What follows belongs to an exercise in optimizing a design on an open flow for small area; a production flow would make more cautious choices. In this exercise RTL edits were held to simulation tests only and were not proved equivalent to the original. Power and IR drop assume default switching activity.

==> run a: inputs <==
// control_divergence_stack
module 	control_divergence_stack	#(parameter STACK_DEPTH=8, LOG2_STACK_DEPTH=3, STACK_WIDTH=72, PC_WIDTH=32)
					(
					clk,
					rst_n,
					is_branch,
					data_in_1,
					data_in_2,
					new_reconv_PC,
					fetch_PC,
					stack_full,
					stack_empty,
					sm_busy,
					data_out,
					data_vld
					);
==> flow/config.mk <==
export PLATFORM = sky130hd
export DESIGN_NAME = control_divergence_stack
export DESIGN_NICKNAME = control_divergence_stack
export VERILOG_FILES = /design/flow/design.v
export SDC_FILE = /design/flow/constraint.sdc
export NUM_CORES = 4
export LEC_CHECK = 0
export CAP_MARGIN = 20
export CORE_MARGIN = 2
export CORE_UTILIZATION = 30
export GPL_TIMING_DRIVEN = 0
export SLEW_MARGIN = 20
==> flow/constraint.sdc <==
create_clock -name core_clock -period 7.0 [get_ports {clk}]
set_input_delay 1.4000 -clock core_clock [delete_from_list [all_inputs] [get_ports {clk}]]
set_output_delay 1.4000 -clock core_clock [all_outputs]
set_load 0.01 [all_outputs]
standard.sh (not shown) runs the stock make flow with config.mk's settings and CLKGATE_MAP_FILE= SYNTH_SCRIPT=/design/flow/synth_recipe.tcl, a recipe that flattens the netlist after the stock synthesis.
==> flow/flow/run.sh <==
#!/bin/bash
# The standard layout (standard.sh), with:
#  - the combinational mapping done by an area-oriented abc script,
#  - port buffers of the smallest buffer cell,
#  - a clock tree of clkbuf_4/clkbuf_8 without dummy loads.
set -euo pipefail
here=$(pwd)
export MY_ABC_SCRIPT=$here/flow/area.abc
export BUFFER_PORTS_ARGS="-buffer_cell sky130_fd_sc_hd__buf_1"
export CTS_ARGS="-sink_clustering_enable -repair_clock_nets -dont_use_dummy_load -buf_list {sky130_fd_sc_hd__clkbuf_8 sky130_fd_sc_hd__clkbuf_16} -sink_clustering_size 30 -sink_clustering_max_diameter 80"
sed "s|SYNTH_SCRIPT=[^ ]*|SYNTH_SCRIPT=$here/flow/synth.tcl|" standard.sh > my_standard.sh
grep -q "SYNTH_SCRIPT=$here/flow/synth.tcl" my_standard.sh
bash my_standard.sh > flow.log 2>&1
==> flow/flow/area.abc <==
strash
dc2
&get -n
&dch -f
&nf -R 1000 -p
&put
strash
&get -n
&dch -f
&nf -R 1000 -p
&put
topo
==> flow/flow/synth.tcl <==
# The standard synthesis (synth_recipe.tcl), with only the abc script
# of the combinational mapping replaced by flow/area.abc
proc synth {args} { yosys synth -nofsm -noshare {*}$args }
proc abc {args} {
  set i [lsearch -exact $args -script]
  if {$i >= 0} { lset args [expr {$i + 1}] $::env(MY_ABC_SCRIPT) }
  yosys abc {*}$args
}
source $::env(SCRIPTS_DIR)/synth.tcl
# left out here: clear keep_hierarchy, flatten, clean up, hide names made inside functions, write 1_2_yosys.v
==> run b: changes against run a <==
==> flow/flow/run.sh (replaced) <==
#!/bin/bash
# The standard layout (standard.sh), with:
#  - the combinational mapping done by an area-oriented abc script,
#  - port buffers of the smallest buffer cell,
#  - a clock tree of clkbuf_4/clkbuf_8 without dummy loads.
set -euo pipefail
here=$(pwd)
export MY_ABC_SCRIPT=$here/flow/area.abc
export BUFFER_PORTS_ARGS="-buffer_cell sky130_fd_sc_hd__buf_1"
export CTS_ARGS="-sink_clustering_enable -repair_clock_nets -dont_use_dummy_load -buf_list {sky130_fd_sc_hd__clkbuf_4 sky130_fd_sc_hd__clkbuf_8} -sink_clustering_buffer sky130_fd_sc_hd__clkbuf_16 -sink_clustering_size 30 -sink_clustering_max_diameter 80"
sed "s|SYNTH_SCRIPT=[^ ]*|SYNTH_SCRIPT=$here/flow/synth.tcl|" standard.sh > my_standard.sh
grep -q "SYNTH_SCRIPT=$here/flow/synth.tcl" my_standard.sh
bash my_standard.sh > flow.log 2>&1
GPL_TIMING_DRIVEN = default   (was 0)
==> run c: changes against run a <==
CORE_UTILIZATION = 35   (was 30)
GPL_TIMING_DRIVEN = default   (was 0)
==> notes.md <==
- Wire length of the first global-routing pass: 104000 um
- Die Area: 81200 sq um
- Critical path required time: 5.60 ns
* Met2 track demand over resource in global routing: 0.276
- Of the total power, the share spent switching nets is 0.315.
- Status: timing/DRC/antenna clean
* Power density normalized to cell area: 303 nW/um^2
- Register-to-register setup slack: 1.31 ns
the above is filed under run b

==> notes.md <==
- Wire length of the first global-routing pass: 106000 um
* Sequential portion of the cell area: 0.629
* Met2 track demand over resource in global routing: 0.294
- The flow ran to the end and the layout has no timing, DRC or antenna violations.
- Register-to-register setup slack: 0.26 ns
* Switching part of the total: 0.310
- Power density normalized to cell area: 300 nW/um^2
- Data on the critical path is required at its endpoint by 7.53 ns.
- The die covers 81200 sq um.
- Post-layout total power: 8.61 mW
* Max-slew headroom at the worst pin: 0.410
- Final critical-path share of the clock period: 0.963
- Of the total synthesized cell area, the portion taken by full adders, half adders and majority gates is 0.00476.
the above is filed under run a

==> notes.md <==
* Critical path required time: 7.53 ns
- The worst register-to-register path has a setup slack of 0.90 ns.
- Before antenna repair, the detailed router went through 10 iterations.
* Wire length of the first global-routing pass: 104000 um
* Count of flip-flops with a built-in enable after synthesis: 576
- After clock tree synthesis, the clock-pin slew on the worst setup and hold paths is 0.10 ns.
* Die Area: 69700 sq um
- The critical path is of the reg2reg type.
* Family of cells with the greatest summed delay on the critical path: simple AND/OR/NAND/NOR gates
* Status: timing/DRC/antenna clean
- Of the total power, the share spent switching nets is 0.315.
- After detailed routing, the met3 layer carries 5890 um of wire.
the above is filed under run c

==> what the ideal ports hide <==
No port has a modelled driver above. Below, the same layouts with a new extraction and two added sets of constraints. Step 1 (the two cells are an assumption about what drives the block):
set clk [get_ports {clk}]
set_driving_cell -lib_cell sky130_fd_sc_hd__clkbuf_16 $clk
set_driving_cell -lib_cell sky130_fd_sc_hd__buf_2 [delete_from_list [all_inputs] $clk]
Step 2 also shifts input and output timing later by t, the mid clock arrival at the registers, as if the neighbouring blocks saw the same clock. Slacks: ideal ports / drivers / drivers and shift; pairs: ideal ports / drivers.
run | t (ns) | setup slack, ns | hold slack, ns
run a | 0.661 | 0.262 / 0.262 / 0.262 | 0.583 / 0.583 / 0.583
run b | 0.777 | 1.034 / 0.978 / 1.308 | 0.589 / 0.589 / 0.589
run c | 0.650 | 0.902 / 0.902 / 0.902 | 0.532 / 0.532 / 0.532
After both steps setup and hold are still met in every run listed.
